This is an optimization exercise on Yosys and OpenROAD, whose aim is a short achievable clock period and few clock cycles, not a production implementation. Only simulation tests tie the RTL to the original design; equivalence was not proved. Power and IR drop assume default switching activity.

==> trial 46 <==
## processor
module processor (
    input clk,
    input rst,
    output [31:0] imem_addr,
    input  [31:0] imem_rdata,
    output [31:0] dmem_addr,
    output [15:0] dmem_wdata,
    output        dmem_we,
    input  [15:0] dmem_rdata
);
    wire [11:1] pc;
    wire [11:1] d_target;         
    reg [11:1] IF_ID_pc;
    reg [31:0] IF_ID_instruction;
    reg [31:0] IF_ID_rs1_sel, IF_ID_rs2_sel;    
    reg IF_ID_valid;
    reg [31:0] ID_EX_a, ID_EX_b;
    reg [31:0] ID_EX_cmp;         
    reg [4:0] ID_EX_shamt;        
    reg [15:0] ID_EX_sdata;
    reg ID_EX_sdata_late;         
    reg ID_EX_sum, ID_EX_sub, ID_EX_sum0;
    reg [2:0] ID_EX_op;
    reg [4:0] ID_EX_rd_addr;
    reg [11:1] ID_EX_target;
    reg ID_EX_wr, ID_EX_load, ID_EX_store, ID_EX_branch, ID_EX_kill;
    reg [31:0] EX_MEM_sum, EX_MEM_other;
    reg EX_MEM_sel_sum;
    reg [15:0] EX_MEM_sdata;
    reg [4:0] EX_MEM_rd_addr;
    reg EX_MEM_wr, EX_MEM_load, EX_MEM_store;
    reg [31:0] MEM_WB_result;
    reg [4:0] MEM_WB_rd_addr;
    reg MEM_WB_wr;
    wire stall;
    wire branch_taken;            
    wire early_taken;             
    wire redirect = branch_taken || early_taken;
    fetch_unit fetch (
        .clk(clk),
        .rst(rst),
        .instruction(imem_rdata),
        .branch_taken(branch_taken),
        .branch_target(ID_EX_target),
        .early_taken(early_taken),
        .d_pc(IF_ID_pc),
        .d_instruction(IF_ID_instruction),
        .stall(stall),
        .pc(pc),
        .d_target(d_target)
    );
    assign imem_addr = {20'b0, pc, 1'b0};
    always @(posedge clk or posedge rst) begin
        if (rst) begin
            IF_ID_valid <= 1'b0;
        end else if (redirect) begin
            IF_ID_valid <= 1'b0;
        end else if (!stall) begin
            IF_ID_valid <= 1'b1;
        end
    end
    always @(posedge clk) begin
        if (!stall) begin
            IF_ID_pc <= pc;
            IF_ID_instruction <= imem_rdata;
            IF_ID_rs1_sel <= 32'b1 << imem_rdata[19:15];
            IF_ID_rs2_sel <= 32'b1 << imem_rdata[24:20];
        end
    end
    wire [4:0] rs1_addr = IF_ID_instruction[19:15];
    wire [4:0] rs2_addr = IF_ID_instruction[24:20];
    wire [4:0] rd_addr  = IF_ID_instruction[11:7];
  ...
export LEC_CHECK = 0
export CAP_MARGIN = 20
export CORE_MARGIN = 2
export CORE_UTILIZATION = 40
export SLEW_MARGIN = 20
export SYNTH_HIERARCHICAL = 1
create_clock -name core_clock -period 9.0 [get_ports {clk}]
standard.sh (not shown) runs the stock make flow with config.mk's settings and CLKGATE_MAP_FILE= SYNTH_SCRIPT=/design/flow/synth_recipe.tcl, a recipe that flattens the netlist after the stock synthesis.
==> flow/flow/run.sh <==
#!/bin/bash
# Layout flow: the standard synthesis unchanged, then the standard ORFS
# steps with three settings changed:
#  - port buffers are buf_4 cells (buffer_ports picks a slow delay cell
#    otherwise);
#  - repair may resize cells to any footprint;
#  - repair_timing aims for a 6.5 ns setup margin, i.e. works on every path
#    longer than 2.5 ns.
# Each step's full output goes to a log file in this folder.
set -euo pipefail
bash standard.sh synth > synth.log 2>&1
bash standard.sh "BUFFER_PORTS_ARGS=-buffer_cell sky130_fd_sc_hd__buf_4" \
    MATCH_CELL_FOOTPRINT=0 SETUP_SLACK_MARGIN=6.5 finish > layout.log 2>&1
==> inputs of build 81, as changes to trial 46 <==
--- a/flow/design.v
+++ b/flow/design.v
@@ -132,25 +132,21 @@
                         is_store ? instruction[11:7] : instruction[24:20]};
 endmodule
 module forwarding_unit (
     input [4:0] rs_addr,
     input ID_EX_wr,               
     input [4:0] ID_EX_rd_addr,
     input EX_MEM_wr,              
     input [4:0] EX_MEM_rd_addr,
-    input MEM_WB_wr,              
-    input [4:0] MEM_WB_rd_addr,
     output dist1,
-    output dist2,
-    output dist3
+    output dist2
 );
     assign dist1 = ID_EX_wr && (ID_EX_rd_addr == rs_addr);
     assign dist2 = EX_MEM_wr && (EX_MEM_rd_addr == rs_addr);
-    assign dist3 = MEM_WB_wr && (MEM_WB_rd_addr == rs_addr);
 endmodule
 module hazard_detection_unit (
     input ID_EX_load_wr,         
     input [4:0] ID_EX_rd_addr,
     input uses_rs1,
     input uses_rs2,
     input [4:0] rs1_addr,
     input [4:0] rs2_addr,
@@ -166,18 +162,19 @@
     output [31:0] imem_addr,
     input  [31:0] imem_rdata,
     output [31:0] dmem_addr,
     output [15:0] dmem_wdata,
     output        dmem_we,
     input  [15:0] dmem_rdata
 );
     wire [11:1] pc;
-    wire [11:1] d_target;         
+    wire [11:1] f_target;
     reg [11:1] IF_ID_pc;
+    reg [11:1] IF_ID_target;      
     reg [31:0] IF_ID_instruction;
     reg [31:0] IF_ID_rs1_sel, IF_ID_rs2_sel;    
     reg IF_ID_valid;
     reg [31:0] ID_EX_a, ID_EX_b;
     reg [31:0] ID_EX_cmp;         
     reg [4:0] ID_EX_shamt;        
     reg [15:0] ID_EX_sdata;
     reg ID_EX_sdata_late;         
@@ -186,49 +183,46 @@
     reg [4:0] ID_EX_rd_addr;
     reg [11:1] ID_EX_target;
     reg ID_EX_wr, ID_EX_load, ID_EX_store, ID_EX_branch, ID_EX_kill;
     reg [31:0] EX_MEM_sum, EX_MEM_other;
     reg EX_MEM_sel_sum;
     reg [15:0] EX_MEM_sdata;
     reg [4:0] EX_MEM_rd_addr;
     reg EX_MEM_wr, EX_MEM_load, EX_MEM_store;
-    reg [31:0] MEM_WB_result;
-    reg [4:0] MEM_WB_rd_addr;
-    reg MEM_WB_wr;
     wire stall;
     wire branch_taken;            
     wire early_taken;             
     wire redirect = branch_taken || early_taken;
     fetch_unit fetch (
         .clk(clk),
         .rst(rst),
         .instruction(imem_rdata),
         .branch_taken(branch_taken),
         .branch_target(ID_EX_target),
         .early_taken(early_taken),
-        .d_pc(IF_ID_pc),
-        .d_instruction(IF_ID_instruction),
+        .early_target(IF_ID_target),
         .stall(stall),
         .pc(pc),
-        .d_target(d_target)
+        .target(f_target)
     );
     assign imem_addr = {20'b0, pc, 1'b0};
     always @(posedge clk or posedge rst) begin
         if (rst) begin
             IF_ID_valid <= 1'b0;
         end else if (redirect) begin
             IF_ID_valid <= 1'b0;
         end else if (!stall) begin
             IF_ID_valid <= 1'b1;
         end
     end
     always @(posedge clk) begin
         if (!stall) begin
             IF_ID_pc <= pc;
+            IF_ID_target <= f_target;
             IF_ID_instruction <= imem_rdata;
             IF_ID_rs1_sel <= 32'b1 << imem_rdata[19:15];
             IF_ID_rs2_sel <= 32'b1 << imem_rdata[24:20];
         end
     end
     wire [4:0] rs1_addr = IF_ID_instruction[19:15];
     wire [4:0] rs2_addr = IF_ID_instruction[24:20];
     wire [4:0] rd_addr  = IF_ID_instruction[11:7];
@@ -253,63 +247,59 @@
         .instruction(IF_ID_instruction),
         .immediate(immediate)
     );
     wire [31:0] rs1_data, rs2_data;
     wire [31:0] mem_result;
     register_file rf (
         .clk(clk),
         .rst(rst),
-        .RegWrite(MEM_WB_wr),
+        .RegWrite(EX_MEM_wr),
         .rs1_sel(IF_ID_rs1_sel),
         .rs2_sel(IF_ID_rs2_sel),
-        .rd_addr(MEM_WB_rd_addr),
-        .write_data(MEM_WB_result),
+        .rd_addr(EX_MEM_rd_addr),
+        .write_data(mem_result),
         .rs1_data(rs1_data),
         .rs2_data(rs2_data)
     );
     hazard_detection_unit hdu (
         .ID_EX_load_wr(ID_EX_load && ID_EX_wr),
         .ID_EX_rd_addr(ID_EX_rd_addr),
         .uses_rs1(uses_rs1 && IF_ID_valid),
         .uses_rs2(uses_rs2 && IF_ID_valid),
         .rs1_addr(rs1_addr),
         .rs2_addr(rs2_addr),
         .stall(stall)
     );
     wire [31:0] alu_sum, alu_other;
     wire [31:0] ex_result = ID_EX_sum ? alu_sum : alu_other;
-    wire dist1_rs1, dist2_rs1, dist3_rs1, dist1_rs2, dist2_rs2, dist3_rs2;
+    wire dist1_rs1, dist2_rs1, dist1_rs2, dist2_rs2;
     forwarding_unit fu1 (
         .rs_addr(rs1_addr),
         .ID_EX_wr(ID_EX_wr), .ID_EX_rd_addr(ID_EX_rd_addr),
         .EX_MEM_wr(EX_MEM_wr), .EX_MEM_rd_addr(EX_MEM_rd_addr),
-        .MEM_WB_wr(MEM_WB_wr), .MEM_WB_rd_addr(MEM_WB_rd_addr),
-        .dist1(dist1_rs1), .dist2(dist2_rs1), .dist3(dist3_rs1)
+        .dist1(dist1_rs1), .dist2(dist2_rs1)
     );
     forwarding_unit fu2 (
         .rs_addr(rs2_addr),
         .ID_EX_wr(ID_EX_wr), .ID_EX_rd_addr(ID_EX_rd_addr),
         .EX_MEM_wr(EX_MEM_wr), .EX_MEM_rd_addr(EX_MEM_rd_addr),
-        .MEM_WB_wr(MEM_WB_wr), .MEM_WB_rd_addr(MEM_WB_rd_addr),
-        .dist1(dist1_rs2), .dist2(dist2_rs2), .dist3(dist3_rs2)
+        .dist1(dist1_rs2), .dist2(dist2_rs2)
     );
     wire [31:0] op1 = dist1_rs1 ? ex_result :
-                      dist2_rs1 ? mem_result :
-                      dist3_rs1 ? MEM_WB_result : rs1_data;
+                      dist2_rs1 ? mem_result : rs1_data;
     wire [31:0] op2 = dist1_rs2 ? ex_result :
-                      dist2_rs2 ? mem_result :
-                      dist3_rs2 ? MEM_WB_result : rs2_data;
+                      dist2_rs2 ? mem_result : rs2_data;
     wire d_bubble = stall || !IF_ID_valid;
     wire early_cand = IF_ID_valid && Branch &&
                       ID_EX_wr && ID_EX_sum && !ID_EX_load && !ID_EX_kill &&
                       (((rs1_addr == ID_EX_rd_addr) && (rs2_addr == 5'b00000)) ||
                        ((rs2_addr == ID_EX_rd_addr) && (rs1_addr == 5'b00000)));
-    wire [31:0] carries = {ID_EX_a[30:0] | ID_EX_b[30:0], ID_EX_sub};
-    wire sum_zero = ({ID_EX_a[31:1] ^ (ID_EX_b[31:1] ^ carries[31:1]), ID_EX_sum0} == 32'b0);
+    wire [31:1] carries = ID_EX_a[30:0] | ID_EX_b[30:0];
+    wire sum_zero = ({ID_EX_a[31:1] ^ (ID_EX_b[31:1] ^ carries), ID_EX_sum0} == 32'b0);
     assign early_taken = early_cand && sum_zero;
     always @(posedge clk or posedge rst) begin
         if (rst) begin
             ID_EX_wr <= 1'b0;
             ID_EX_load <= 1'b0;
             ID_EX_store <= 1'b0;
             ID_EX_branch <= 1'b0;
             ID_EX_kill <= 1'b0;
@@ -329,17 +319,17 @@
         ID_EX_cmp <= op2;
         ID_EX_shamt <= op2[4:0];
         ID_EX_sdata <= op2[15:0];
         ID_EX_sdata_late <= dist1_rs2 && ID_EX_load;
         ID_EX_sum <= ALUSum;
         ID_EX_sub <= ALUSub;
         ID_EX_op <= ALUOp;
         ID_EX_rd_addr <= rd_addr;
-        ID_EX_target <= d_target;
+        ID_EX_target <= IF_ID_target;
     end
     reg [32:0] kg [0:6];
     reg [32:0] kt [0:6];
     integer l, k;
     always @(*) begin
         kg[0] = {ID_EX_a & ID_EX_b, ID_EX_sub};
         kt[0] = {ID_EX_a | ID_EX_b, 1'b0};
         for (l = 0; l < 6; l = l + 1) begin
@@ -359,84 +349,67 @@
         .src1(ID_EX_a),
         .src2(ID_EX_b),
         .shamt(ID_EX_shamt),
         .op(ID_EX_op),
         .other(alu_other)
     );
     assign branch_taken = ID_EX_branch && !ID_EX_kill && (ID_EX_a == ID_EX_cmp);
     wire [15:0] sdata = ID_EX_sdata_late ? mem_result[15:0] : ID_EX_sdata;
-    always @(posedge clk or posedge rst) begin
-        if (rst) begin
-            EX_MEM_wr <= 1'b0;
-            EX_MEM_load <= 1'b0;
-            EX_MEM_store <= 1'b0;
-        end else begin
-            EX_MEM_wr <= ID_EX_wr && !ID_EX_kill;
-            EX_MEM_load <= ID_EX_load && !ID_EX_kill;
-            EX_MEM_store <= ID_EX_store && !ID_EX_kill;
-        end
+    always @(posedge clk) begin
+        EX_MEM_wr <= ID_EX_wr && !ID_EX_kill;
+        EX_MEM_load <= ID_EX_load && !ID_EX_kill;
+        EX_MEM_store <= ID_EX_store && !ID_EX_kill;
     end
     always @(posedge clk) begin
         EX_MEM_sum <= alu_sum;
         EX_MEM_other <= alu_other;
         EX_MEM_sel_sum <= ID_EX_sum;
         EX_MEM_sdata <= sdata;
         EX_MEM_rd_addr <= ID_EX_rd_addr;
     end
     assign dmem_addr = EX_MEM_sum;
     assign dmem_wdata = EX_MEM_sdata;
     assign dmem_we = EX_MEM_store;
     assign mem_result = EX_MEM_load    ? {{16{dmem_rdata[15]}}, dmem_rdata} :
                         EX_MEM_sel_sum ? EX_MEM_sum : EX_MEM_other;
-    always @(posedge clk or posedge rst) begin
-        if (rst) begin
-            MEM_WB_wr <= 1'b0;
-        end else begin
-            MEM_WB_wr <= EX_MEM_wr;
-        end
-    end
-    always @(posedge clk) begin
-        MEM_WB_result <= mem_result;
-        MEM_WB_rd_addr <= EX_MEM_rd_addr;
-    end
 endmodule
 module fetch_unit (
     input clk,
     input rst,
     input [31:0] instruction,
     input branch_taken,
     input [11:1] branch_target,
     input early_taken,
-    input [11:1] d_pc,
-    input [31:0] d_instruction,
+    input [11:1] early_target,
     input stall,
     output reg [11:1] pc,
-    output [11:1] d_target       
+    output [11:1] target         
 );
-    assign d_target = d_pc + {d_instruction[7], d_instruction[30:25], d_instruction[11:8]};
     wire uncond = (instruction[6:0] == 7'b1100011) &&
                   (instruction[19:15] == instruction[24:20]);
     wire short_offset = (instruction[7] == instruction[31]) &&
                         (instruction[30] == instruction[31]) &&
                         (instruction[29] == instruction[31]);
     wire fast = uncond && short_offset;
     wire [9:1] offset = {instruction[29:25], instruction[11:8]};
     wire [9:0] low_sum = {1'b0, pc[9:1]} + {1'b0, offset};
     wire [11:10] hi_same = pc[11:10];
     wire [11:10] hi_up   = pc[11:10] + 2'd1;
     wire [11:10] hi_down = pc[11:10] - 2'd1;
     wire [11:10] hi = (low_sum[9] == offset[9]) ? hi_same :
                       low_sum[9] ? hi_up : hi_down;
     wire [11:1] fast_target = {hi, low_sum[8:0]};
+    wire [11:10] hi_full = pc[11:10] + {instruction[7], instruction[30]} + {1'b0, low_sum[9]};
+    assign target = {hi_full, low_sum[8:0]};
     wire [11:1] pc_plus_2 = pc + 11'd2;
-    always @(posedge clk or posedge rst) begin
+    always @(posedge clk) begin
         if (rst) begin
             pc <= 11'b0;
         end else if (branch_taken) begin
             pc <= branch_target;
         end else if (early_taken) begin
-            pc <= d_target;
+            pc <= early_target;
         end else if (!stall) begin
             pc <= fast ? fast_target : pc_plus_2;
         end
     end
 endmodule
==> run_results.csv <==
group,metric,value,unit
run_status,status,"finished clean",
timing,achievable-frequency,0.305,GHz
cells_and_area,nFlopsAndLatches,1360,
pwr,powerClk,6.67,mW
pwr,share_clk_of_total_power,0.472,
global_routing,grt_max_degree,130,
floorplan,fp-row-count,151,
setup_path,worst_reg2reg_startpoint,"IF_ID_rs2_sel[15]",
global_routing,number_of_global_route_vias_before_repair,59800,
drt,routed_via_density,7.27,
hold_path,hold_path.startpoint,"EX_MEM_rd_addr[0]",
the above is filed under trial 46

==> run_results.csv <==
group,metric,value,unit
cells_and_area,seqCellArea,32800,um2
global_routing,grt_max_degree,149,
hold_path,hold_path.startpoint,"IF_ID_target[5]",
timing,achievable-frequency,0.316,GHz
pwr,power_per_cell_area,202,nW/um2
setup_path,worst_reg2reg_startpoint,"IF_ID_rs2_sel[5]",
drt,drc,0,
pwr,powerClk,5.98,mW
pwr,power.ir.vdd_worst,201,uV
setup_path,criticalPathCategory,"register to output pin",
global_routing,number_of_global_route_vias_before_repair,58300,
run_status,status,"finished clean",
floorplan,fp-row-count,150,
the above is filed under build 81

Testbench counts of trial 46, summed over its fixed seeds: cycles 29,929.
Testbench counts of build 81, summed over its fixed seeds: cycles 29,929.

-- afterwards: timing with drivers on the ports --
No port has a modelled driver above. Below, the same layouts with a new extraction and two added sets of constraints. Step 1 (the two cells are an assumption about what drives the block):
set clk [get_ports {clk}]
set_driving_cell -lib_cell sky130_fd_sc_hd__clkbuf_16 $clk
set_driving_cell -lib_cell sky130_fd_sc_hd__buf_2 [delete_from_list [all_inputs] $clk]
Step 2, shift: input delay + t, output delay - t, t = (earliest + latest rising clock arrival at the registers) / 2. This alone moves slack from input paths to output paths. a / b / c = no drivers / after step 1 / after step 2; a / b = the first two.
run	shift t [ns]	setup WS [ns]	latest minus earliest clock arrival (ns)	worst data-port slew with drivers (ns)	cell pins on the clock port's net
trial 46	0.928	5.726 / 5.698 / 5.190	0.043 / 0.043	0.06	1
build 81	0.895	5.837 / 5.754 / 5.076	0.042 / 0.042	0.08	1
After both steps setup and hold are still met in every run listed. The setup slack of build 81, which loses most, moves by -0.083 ns with the drivers and by -0.761 ns with both steps.
